Context: an optimization exercise on an open-source flow, tuned for small area, a short achievable clock period and few clock cycles per item. The choices shown serve that exercise and are no tape-out recipe.
Function was checked by simulation only, so behaviour that the tests miss may differ from the original.

==> flow/design.v <==
`timescale 1ns/10ps
module SVD (
    clk,
    rst,
    we,
    oe,
    data_i,
    element_sel,
    ready,
    data_o_UV,
    data_o_S
);
input                clk;
input                rst;
input                we;
input                oe;
input         [1:0]  element_sel;
input         [4:0]  data_i;
output reg           ready;
output        [7:0]  data_o_UV;
output        [6:0]  data_o_S;
parameter STAND_BY   = 3'd0;
parameter DATA_IN    = 3'd1;
parameter CACULATION = 3'd2;
parameter READY      = 3'd3;
parameter DATA_OUT   = 3'd4;
parameter INPUT_0    = 2'd0;
parameter INPUT_1    = 2'd1;
parameter INPUT_2    = 2'd2;
parameter INPUT_3    = 2'd3;
parameter OUTPUT_0   = 2'd0;
parameter OUTPUT_1   = 2'd1;
parameter OUTPUT_2   = 2'd2;
parameter OUTPUT_3   = 2'd3;
wire                 next_start;
wire                 next_output_bit_sel;
wire                 finish;
wire                 ready_next;
reg           [2:0]  state;
reg           [2:0]  next_state;
reg                  start;
reg                  output_bit_sel;
reg           [2:0]  element_cnt;
reg           [2:0]  next_element_cnt;
reg    signed [9:0]  a0_i;
reg    signed [9:0]  a1_i;
reg    signed [9:0]  a2_i;
reg    signed [9:0]  a3_i;
reg    signed [9:0]  next_a0_i;
reg    signed [9:0]  next_a1_i;
reg    signed [9:0]  next_a2_i;
reg    signed [9:0]  next_a3_i;
reg           [7:0]  data_o_UV_r;
reg           [6:0]  data_o_S_r;
wire   signed [13:0] S0, S1, S2, S3;         
wire   signed [7:0]  U0, U1, U2, U3;
wire   signed [7:0]  V0, V1, V2, V3;
reg    signed [10:0] U[0:1][0:1],            
                     U_next[0:1][0:1],
                     V[0:1][0:1],
                     V_next[0:1][0:1];
reg    signed [17:0] S[0:1][0:1],            
                     S_next[0:1][0:1];
reg                  uv_count;
wire                 uv_count_next;
reg           [3:0]  i_count;
wire          [3:0]  i_count_next;
reg                  ref_count;
wire                 ref_count_next;
reg           [1:0]  state_c, 
                     state_c_next;
reg    signed [26:0] temp_S[0:1][0:1];
reg    signed [19:0] temp_U[0:1][0:1],
                     temp_V[0:1][0:1];
parameter UV_COUNT  = 1'd1;
parameter I_COUNT   = 4'd9;
parameter REF_COUNT = 1'd1;
parameter WAIT      = 2'd0;
parameter ROTATE    = 2'd1;
parameter MULTIPLY  = 2'd2;
parameter REFLECT   = 2'd3;
wire signed [17:0] KS  = 18'b0_0000_0000_010_111_100;
wire signed [10:0] KUV = 11'b0_0_100_110_101;
integer i, j;
assign next_start  = (element_cnt == 3'd3 && next_element_cnt == 3'd4)? 1'd1 : 1'd0;
assign next_output_bit_sel = (state == DATA_OUT || state == DATA_IN)? ~output_bit_sel : 1'd0; 
assign finish = (state == DATA_OUT && element_sel == OUTPUT_3 && output_bit_sel == 1'd1)? 1'd1 : 1'd0;
assign data_o_UV   = data_o_UV_r;
assign data_o_S   = data_o_S_r;
always@(*) begin
    case(state)
        STAND_BY:begin
            if(we == 1'd1) next_state = DATA_IN;
            else next_state = STAND_BY;
        end
        DATA_IN:begin
            if(start == 1'd1) next_state = CACULATION;
            else next_state = DATA_IN;
        end
        CACULATION:begin
            if(ready == 1'd1) next_state = READY;
            else next_state = CACULATION;
        end
        READY:begin
            if(oe == 1'd1) next_state = DATA_OUT;
            else next_state = READY;
        end
        DATA_OUT:begin
            if(finish == 1'd1) next_state = STAND_BY;
            else next_state = DATA_OUT;
        end
        default:next_state = state;
    endcase
end
always@(*) begin
    next_a0_i        = a0_i;
    next_a1_i        = a1_i;
    next_a2_i        = a2_i;
    next_a3_i        = a3_i;
    next_element_cnt = 3'd0;
    data_o_UV_r      = 8'd0;
    data_o_S_r       = 7'd0;
    case(state)
        DATA_IN:begin
            case(element_sel)
                INPUT_0: begin
                    if(output_bit_sel == 1'd0) begin
                        next_a0_i[4:0] = data_i;
                        next_element_cnt = element_cnt;
                    end
                    else begin
                        next_a0_i[9:5] = data_i;
                        next_element_cnt = element_cnt + 3'd1;
                    end
                end
                INPUT_1:begin
                    if(output_bit_sel == 1'd0) begin
                        next_a1_i[4:0] = data_i;
                        next_element_cnt = element_cnt;
                    end
                    else begin
                        next_a1_i[9:5] = data_i;
                        next_element_cnt = element_cnt + 3'd1;
                    end
                end
                INPUT_2:begin
                    if(output_bit_sel == 1'd0) begin
                        next_a2_i[4:0] = data_i;
                        next_element_cnt = element_cnt;
                    end
                    else begin
                        next_a2_i[9:5] = data_i;
                        next_element_cnt = element_cnt + 3'd1;
                    end
                end
                INPUT_3:begin 
                    if(output_bit_sel == 1'd0) begin
                        next_a3_i[4:0] = data_i;
                        next_element_cnt = element_cnt;
                    end
                    else begin
                        next_a3_i[9:5] = data_i;
                        next_element_cnt = element_cnt + 3'd1;
                    end
                end
            endcase
        end
        DATA_OUT:begin
            case(element_sel)
                OUTPUT_0: begin
                    if(output_bit_sel == 1'd0) begin
                        data_o_UV_r = U0[7:0];
                        data_o_S_r  = S0[6:0];
                    end
                    else begin
                        data_o_UV_r = V0[7:0];
                        data_o_S_r  = S0[13:7];
                    end
                end
                OUTPUT_1: begin
                    if(output_bit_sel == 1'd0) begin
                        data_o_UV_r = U1[7:0];
                        data_o_S_r  = S1[6:0];
                    end
                    else begin
                        data_o_UV_r = V1[7:0];
                        data_o_S_r  = S1[13:7];
                    end
                end
                OUTPUT_2: begin
                    if(output_bit_sel == 1'd0) begin
                        data_o_UV_r = U2[7:0];
                        data_o_S_r  = S2[6:0];
                    end
                    else begin
                        data_o_UV_r = V2[7:0];
                        data_o_S_r  = S2[13:7];
                    end
                end
                OUTPUT_3: begin
                    if(output_bit_sel == 1'd0) begin
                        data_o_UV_r = U3[7:0];
                        data_o_S_r  = S3[6:0];
                    end
                    else begin
                        data_o_UV_r = V3[7:0];
                        data_o_S_r  = S3[13:7];
                    end
                end
            endcase
        end
        default:begin
            next_a0_i        = a0_i;
            next_a1_i        = a1_i;
            next_a2_i        = a2_i;
            next_a3_i        = a3_i;
            next_element_cnt = 3'd0;
            data_o_UV_r      = 8'd0;
            data_o_S_r       = 7'd0;
        end
    endcase
end
assign uv_count_next  = (state_c == WAIT)? 1'd0: uv_count + 1'b1;
assign i_count_next   = (start == 1'd1 || (uv_count == UV_COUNT && i_count == I_COUNT))? 
                            4'd0: (uv_count == UV_COUNT)? i_count + 4'd1: i_count;
assign ref_count_next = (state_c == MULTIPLY && state_c_next == REFLECT)? 1'd0: ~ref_count;
assign ready_next = (start == 1'd1)? 1'd0: (state_c == REFLECT && ref_count == REF_COUNT)? 1'd1: ready;
assign S0 = S[0][0] >>> 4;
assign S1 = S[0][1] >>> 4;
assign S2 = S[1][0] >>> 4;
assign S3 = S[1][1] >>> 4;
assign U0 = U[0][0] >>> 3;
assign U1 = U[0][1] >>> 3;
assign U2 = U[1][0] >>> 3;
assign U3 = U[1][1] >>> 3;
assign V0 = V[0][0] >>> 3;
assign V1 = V[0][1] >>> 3;
assign V2 = V[1][0] >>> 3;
assign V3 = V[1][1] >>> 3;
always@(*) begin
    state_c_next = state_c;
    case(state_c)
        WAIT:     if(start == 1'd1) state_c_next = ROTATE;
        ROTATE:   if(uv_count == UV_COUNT && i_count == I_COUNT) state_c_next = MULTIPLY;
        MULTIPLY: state_c_next = REFLECT;
        REFLECT:  if(ref_count == REF_COUNT) state_c_next = WAIT;
    endcase
end
always@(*) begin
    temp_S[0][0] = 27'd0;
    temp_S[0][1] = 27'd0;
    temp_S[1][0] = 27'd0;
    temp_S[1][1] = 27'd0;
    temp_U[0][0] = 20'd0;
    temp_U[0][1] = 20'd0;
    temp_U[1][0] = 20'd0;
    temp_U[1][1] = 20'd0;
    temp_V[0][0] = 20'd0;
    temp_V[0][1] = 20'd0;
    temp_V[1][0] = 20'd0;
    temp_V[1][1] = 20'd0;
    S_next[0][0] = S[0][0];
    S_next[0][1] = S[0][1];
    S_next[1][0] = S[1][0];
    S_next[1][1] = S[1][1];
    U_next[0][0] = U[0][0];
    U_next[0][1] = U[0][1];
    U_next[1][0] = U[1][0];
    U_next[1][1] = U[1][1];
    V_next[0][0] = V[0][0];
    V_next[0][1] = V[0][1];
    V_next[1][0] = V[1][0];
    V_next[1][1] = V[1][1];
    case(state_c)
        WAIT: begin
            if(start == 1'd1) begin
                S_next[0][0] = $signed({ {2{a0_i[9]}}, a0_i[8:0], 7'b0 });
                S_next[0][1] = $signed({ {2{a1_i[9]}}, a1_i[8:0], 7'b0 });
                S_next[1][0] = $signed({ {2{a2_i[9]}}, a2_i[8:0], 7'b0 });
                S_next[1][1] = $signed({ {2{a3_i[9]}}, a3_i[8:0], 7'b0 });
                U_next[0][0] = 11'd512;
                U_next[0][1] = 11'd0;
                U_next[1][0] = 11'd0;
                U_next[1][1] = 11'd512;
                V_next[0][0] = 11'd512;
                V_next[0][1] = 11'd0;
                V_next[1][0] = 11'd0;
                V_next[1][1] = 11'd512;
            end
        end
        ROTATE: begin
            if(uv_count == 1'd0 && S[1][0] != $signed(18'd0)) begin  
                if(S[0][0][17] ^ S[1][0][17]) begin
                    S_next[0][0] = S[0][0] - (S[1][0] >>> i_count);
                    S_next[1][0] = S[1][0] + (S[0][0] >>> i_count);
                    S_next[0][1] = S[0][1] - (S[1][1] >>> i_count);
                    S_next[1][1] = S[1][1] + (S[0][1] >>> i_count);
                    U_next[0][0] = U[0][0] - (U[0][1] >>> i_count);
                    U_next[0][1] = U[0][1] + (U[0][0] >>> i_count);
                    U_next[1][0] = U[1][0] - (U[1][1] >>> i_count);
                    U_next[1][1] = U[1][1] + (U[1][0] >>> i_count);
                end
                else begin
                    S_next[0][0] = S[0][0] + (S[1][0] >>> i_count);
                    S_next[1][0] = S[1][0] - (S[0][0] >>> i_count);
                    S_next[0][1] = S[0][1] + (S[1][1] >>> i_count);
                    S_next[1][1] = S[1][1] - (S[0][1] >>> i_count);
                    U_next[0][0] = U[0][0] + (U[0][1] >>> i_count);
                    U_next[0][1] = U[0][1] - (U[0][0] >>> i_count);
                    U_next[1][0] = U[1][0] + (U[1][1] >>> i_count);
                    U_next[1][1] = U[1][1] - (U[1][0] >>> i_count);
                end
            end
            else if(uv_count == 1'd1 && S[0][1] != $signed(18'd0))begin
                if(S[0][0][17] ^ S[0][1][17]) begin  
                    S_next[0][0] = S[0][0] - (S[0][1] >>> i_count);
                    S_next[0][1] = S[0][1] + (S[0][0] >>> i_count);
                    S_next[1][0] = S[1][0] - (S[1][1] >>> i_count);
                    S_next[1][1] = S[1][1] + (S[1][0] >>> i_count);
                    V_next[0][0] = V[0][0] - (V[0][1] >>> i_count);
                    V_next[0][1] = V[0][1] + (V[0][0] >>> i_count);
                    V_next[1][0] = V[1][0] - (V[1][1] >>> i_count);
                    V_next[1][1] = V[1][1] + (V[1][0] >>> i_count);
                end
                else begin
                    S_next[0][0] = S[0][0] + (S[0][1] >>> i_count);
                    S_next[0][1] = S[0][1] - (S[0][0] >>> i_count);
                    S_next[1][0] = S[1][0] + (S[1][1] >>> i_count);
                    S_next[1][1] = S[1][1] - (S[1][0] >>> i_count);
                    V_next[0][0] = V[0][0] + (V[0][1] >>> i_count);
                    V_next[0][1] = V[0][1] - (V[0][0] >>> i_count);
                    V_next[1][0] = V[1][0] + (V[1][1] >>> i_count);
                    V_next[1][1] = V[1][1] - (V[1][0] >>> i_count);
                end
            end
        end
        MULTIPLY: begin
            temp_S[0][0] = KS * S[0][0];
            temp_S[0][1] = KS * S[0][1];
            temp_S[1][0] = KS * S[1][0];
            temp_S[1][1] = KS * S[1][1];
            temp_U[0][0] = KUV * U[0][0];
            temp_U[0][1] = KUV * U[0][1];
            temp_U[1][0] = KUV * U[1][0];
            temp_U[1][1] = KUV * U[1][1];
            temp_V[0][0] = KUV * V[0][0];
            temp_V[0][1] = KUV * V[0][1];
            temp_V[1][0] = KUV * V[1][0];
            temp_V[1][1] = KUV * V[1][1];
            S_next[0][0] = temp_S[0][0] >>> 9; 
            S_next[0][1] = temp_S[0][1] >>> 9; 
            S_next[1][0] = temp_S[1][0] >>> 9; 
            S_next[1][1] = temp_S[1][1] >>> 9; 
            U_next[0][0] = temp_U[0][0] >>> 9; 
            U_next[0][1] = temp_U[0][1] >>> 9; 
            U_next[1][0] = temp_U[1][0] >>> 9; 
            U_next[1][1] = temp_U[1][1] >>> 9; 
            V_next[0][0] = temp_V[0][0] >>> 9; 
            V_next[0][1] = temp_V[0][1] >>> 9; 
            V_next[1][0] = temp_V[1][0] >>> 9; 
            V_next[1][1] = temp_V[1][1] >>> 9; 
        end
        REFLECT: begin
            if(S[ref_count][ref_count][17] == 1'd1) begin
                S_next[0][ref_count] = $signed(~S[0][ref_count] + 18'd1);
                S_next[1][ref_count] = $signed(~S[1][ref_count] + 18'd1);
                V_next[0][ref_count] = $signed(~V[0][ref_count] + 11'd1);
                V_next[1][ref_count] = $signed(~V[1][ref_count] + 11'd1);
            end
        end
    endcase
end
always@(posedge clk or negedge rst) begin
	if(!rst) begin
        state           <= STAND_BY;
        start           <= 1'd0;
        element_cnt     <= 3'd0;
        output_bit_sel  <= 1'd0;
        a0_i            <= 10'd0;
        a1_i            <= 10'd0;
        a2_i            <= 10'd0;
        a3_i            <= 10'd0;
        for(i = 0; i != 2; i = i + 1) begin
            for(j = 0; j != 2; j = j + 1) begin
                S[i][j] <= 18'd0;
                U[i][j] <= 11'd0;
                V[i][j] <= 11'd0;
            end
        end
        ready           <= 1'd1;
        uv_count        <= 1'd0;
        i_count         <= 4'd0;
        ref_count       <= 1'd0;
        state_c         <= WAIT;
	end
	else begin
        state           <= next_state;
        start           <= next_start;
        element_cnt     <= next_element_cnt;
        output_bit_sel  <= next_output_bit_sel;
        a0_i            <= next_a0_i;
        a1_i            <= next_a1_i;
        a2_i            <= next_a2_i;
        a3_i            <= next_a3_i;
        for(i = 0; i != 2; i = i + 1) begin
            for(j = 0; j != 2; j = j + 1) begin
                S[i][j] <= S_next[i][j];
                U[i][j] <= U_next[i][j];
                V[i][j] <= V_next[i][j];
            end
        end
        ready           <= ready_next;
        uv_count        <= uv_count_next;
        i_count         <= i_count_next;
        ref_count       <= ref_count_next;
        state_c         <= state_c_next;
	end
end
endmodule
==> flow/run.sh <==
#!/bin/bash
# synth_recipe.tcl (not shown) runs the flow's synth.tcl, then flattens the netlist and writes it again
# the make line also repeats each setting of config.mk as NAME=value (left out here)
make -C /OpenROAD-flow-scripts/flow DESIGN_CONFIG=/design/flow/config.mk WORK_HOME=/design/flow/orfs CLKGATE_MAP_FILE= SYNTH_SCRIPT=/design/flow/synth_recipe.tcl finish
==> flow/config.mk <==
export PLATFORM = sky130hd
export DESIGN_NAME = SVD
export DESIGN_NICKNAME = SVD
export VERILOG_FILES = /design/flow/design.v
export SDC_FILE = /design/flow/constraint.sdc
export NUM_CORES = 4
export LEC_CHECK = 0
export CAP_MARGIN = 20
export CORE_MARGIN = 2
export CORE_UTILIZATION = 40
export SLEW_MARGIN = 20
==> flow/constraint.sdc <==
create_clock -name core_clock -period 8.0 [get_ports {clk}]
set_input_delay 1.6000 -clock core_clock [delete_from_list [all_inputs] [get_ports {clk}]]
set_output_delay 1.6000 -clock core_clock [all_outputs]
set_load 0.01 [all_outputs]
==> notes.md <==
per-layer routing:
layer  vias to the layer above  wire length, um  GRT usage
met4                         6             9321     0.1199
met2                      2197            83260     0.4298
met5                         -               47          0
met1                     23100            77910     0.3662
li1                      21510                -          -
met3                       434            15980    0.04239
registers in the layout (all words and copies together) (netlist names):
name and count:
ref_count 1, state_c 2, output_bit_sel 1, ready 1, V 44, i_count 4
a0_i 10, U 44, start 1, element_cnt 3, a1_i 10, uv_count 1
a3_i 10, state 3, S 72, a2_i 10
cell type report:
cell class | instances | area [um2] | area share
clock buffer | 44 | 883.3 | 0.01547
multi-input combinational | 5007 | 44510 | 0.7796
antenna | 1 | 2.502 | 0.00004383
timing repair buffer | 161 | 1319 | 0.02310
clock inverter | 10 | 138.9 | 0.002433
tap | 1768 | 2212 | 0.03875
sequential | 217 | 5455 | 0.09556
inverter | 684 | 2570 | 0.04502
metrics by stage:
stage	util	instance area [um2]	instances	setup slack [ns]	hold WS, ns
final	0.4288	57090	7892	0.6201	0.5033
after global routing	0.4288	57090	7891	0.1365	0.5105
after CTS	0.4288	57080	7891	0.7789	0.5022
after detailed placement	0.4211	56060	7837	0.7902	0.4891
after global placement	0.4211	56060	7837	0.8724	0.4826
after floorplan	-	53570	6193	0.8053	0.4391
cells by family (layout without fill, tap and decap cells):
family / after synthesis / in the layout
compound gates: 1478 / 1478
simple gates: 1397 / 1397
fa+ha+maj: 1212 / 1212
buf+inv: 969 / 899
xor+xnor: 547 / 547
mux: 373 / 373
flops: 217 / 217
other cells: 0 / 1
cell usage after synthesis, drive strengths merged (8+ instances only):
cell type    n  area, um2
ha         784       9809
inv        677       2541
nand2      482       1809
fa         428       8568
o21ai      417       2087
nor2       404       1519
a21oi      391       1957
xnor2      361       3162
dfrtp      216       5405
clkbuf     197      739.5
xor2       183       1603
mux2i      143       1431
mux4       127       2868
mux2       103       1160
nor3        91      460.4
buf         88      474.2
nand3       84      420.4
a21o        83      623.1
o22ai       81      506.7
a221oi      66      584.3
and2        63      394.1
a31oi       55      344.1
nor2b       55      344.1
a21boi      49      371.6
o31ai       47      357.8
or3         44      280.3
nand2b      42      262.8
o21a        39      292.8
a211oi      36      275.3
and3        35      219.0
a22oi       29      217.7
or2         23      143.9
o21bai      22      165.2
a31o        19      166.4
o211ai      18      135.1
nor3b       17      127.6
nand4       16      100.1
a2bb2oi     14      122.6
a41oi       12      105.1
a222oi       9      90.09
nor4         9      62.56
o221ai       8      70.07
worst reg2reg max path, cell delays in order (launching register included):
cell	delay (ns)
dfrtp_4	0.79
mux2_2	0.33
a2bb2o_1	0.34
o21ai_0	0.23
o21ai_0	0.17
ha_1	0.25
inv_1	0.15
or3_1	0.16
o311a_1	0.34
nand2_1	0.11
mux2_2	0.29
o2bb2ai_1	0.26
nand3_1	0.17
or4_1	0.62
nor2_1	0.13
o32ai_1	0.09
xnor2_1	0.18
o21ai_0	0.15
ha_1	0.27
or3_1	0.39
a211o_1	0.25
a31o_2	0.25
a21o_1	0.20
a31o_2	0.28
and3_1	0.18
mux2_2	0.26
o31ai_1	0.30
a31oi_1	0.13
final timing paths:
path	start	endpoint	slack, ns	cells past startpoint
worst max-delay path	i_count[0]	S[2][17]	0.62	27
worst min-delay path	a0_i[3]	a0_i[3]	0.50	1
worst max register to register	i_count[0]	S[2][17]	0.62	27
worst min register to register	a0_i[3]	a0_i[3]	0.50	1
max in group asynchronous	rst	S[0][17]	5.67	2
min in group asynchronous	rst	U[1][3]	0.86	1
==> run_results.csv <==
group,metric,value,unit
placement,hpwl,142.2,mm
clock_tree,cts_buffers,30,
synth,synth_warnings,10,
critical_path,slowest_stage,"dfrtp_4",
synth,synth_top_family_by_area,"adder cells",
final_layout,final_common_cell,"ha_1",
synth,async_flop_share,1.000,
timing,fmax,135.5,MHz
critical_path,cp-end-kind,"flop",
clock_tree,cts.clk_slew.worst_paths,0.06,ns
critical_path,crit_fanout,35,
critical_path,worstPathArrival,7.90,ns
clock_tree,clk_latency,0.67,ns
critical_path,critPathRequiredTime,8.52,ns
clock_tree,cts_sinks,217,
floorplan,die_area,136900,um2
grt,grt_pass1_wl,288.0,mm
synth,synth_xor_area_frac,0.09022,
grt,grt_usage,0.2717,
timing,setup_tns,0,ns
drt,wl_per_cell,23.63,um
synth,syn_area,53570,um2
synth,synth_mux_area_frac,0.1019,
timing,min_period_over_period,0.9225,
run,maxCapViolCount,0,
synth,synthAdderAreaFrac,0.3430,
floorplan,fp-row-count,134,
synth,synth_flop_cell,"dfrtp_1",
synth,synthSimpleGateAreaFrac,0.1202,
critical_path,crit_path_max_incr_delay,0.79,ns
clock_tree,ctsHtreeMaxLevel,1,
grt,grt_max_degree,103,
synth,avgSynthCellArea,8.650,um2
synth,ys_seq_area_frac,0.1014,
timing,hold_viol,0,
critical_path,critPathBufInv,1,
grt,antenna_found_initial,5,
drt,dr.first_iter.drc_count,4393,
placement,gp_congestion,1.004,
drt,drt-total-wl,186.5,mm
clock_tree,cts_hold_buf,0,
drt,drtAntennaViolNets,0,
min_path,min-delay-path-class,"flop to flop",
clock_tree,clock_path_buffers,3,
drt,via_per_inst,5.987,
grt,grt_pass1_vias,46900,
critical_path,worst_path_dominant_cell_family,"compound AO/OA/AOI/OAI gates",
grt,grt_overflow,0,
outcome,status,"finished clean",
final_layout,mostFrequentLayoutCells,"ha_1, inv_1, nand2_1",
drt,drt-pass1-iter-count,6,
clock_tree,cts_root_buf,"clkbuf_16",
placement,port_buffers,26,
synth,synth-edff-count,0,
clock_tree,cts_resized,0,
clock_tree,cts_tree,"yes",
floorplan,fp.dieW,370.0,um
final_layout,nets,7324,
floorplan,fp.dieH,370.0,um
synth,syn_nets,7416,
floorplan,pin_count,27,
timing,slew_violations,0,
synth,synth.distinct_cells,98,
timing,slew_headroom,0.2285,
drt,vias,47250,
timing,min_period,7.380,ns
floorplan,initial_core_util,0.4024,
drt,drc,0,
final_layout,fill_cells,13200,
synth,synthCells,6193,
synth,ys_seq_elements,217,
timing,skew,0.02913,ns
critical_path,worstSetupPathType,"flop to flop",
timing,worst_slew_pin_slew,1.154,ns
timing,rsz0062_at_grt,"no",
clock_tree,post_cts_buffers,0,
final_layout,area_delta_synth_final,6.565,%
floorplan,fp.coreArea,133100,um2
timing,final-setup-viol-count,0,
critical_path,critPathLaunchType,"flop",
final_layout,drive_above_1_share,0.08378,
synth,synth-compound-area-share,0.1727,
Testbench counts, summed over its fixed seeds: cycles 8,256, items 192.

-- static timing again, ports no longer ideal --
In the flow no input, the clock included, has a driving cell. The finished layout below was timed again as built, in two steps. Step 1 sets driving cells, clkbuf_16 on the clock port and buf_2 on the other inputs (assumed; they add their load-dependent delay and slew). Step 2 adds t to the input delays and takes it off the output delays; t is the mean of the earliest and latest rising clock arrival at the registers after step 1. Input paths then give back, and output paths get back, about the clock's delay inside the block. Three values: no drivers, after step 1, after step 2; two values: the first two.
shift t [ns]: 0.732
setup slack, ns: 0.620 / 0.620 / 0.620
cell pins on the clock port's net: 1
After both steps this run still meets setup and hold. The setup slack of this run moves by 0.000 ns with the drivers and by 0.000 ns with both steps.
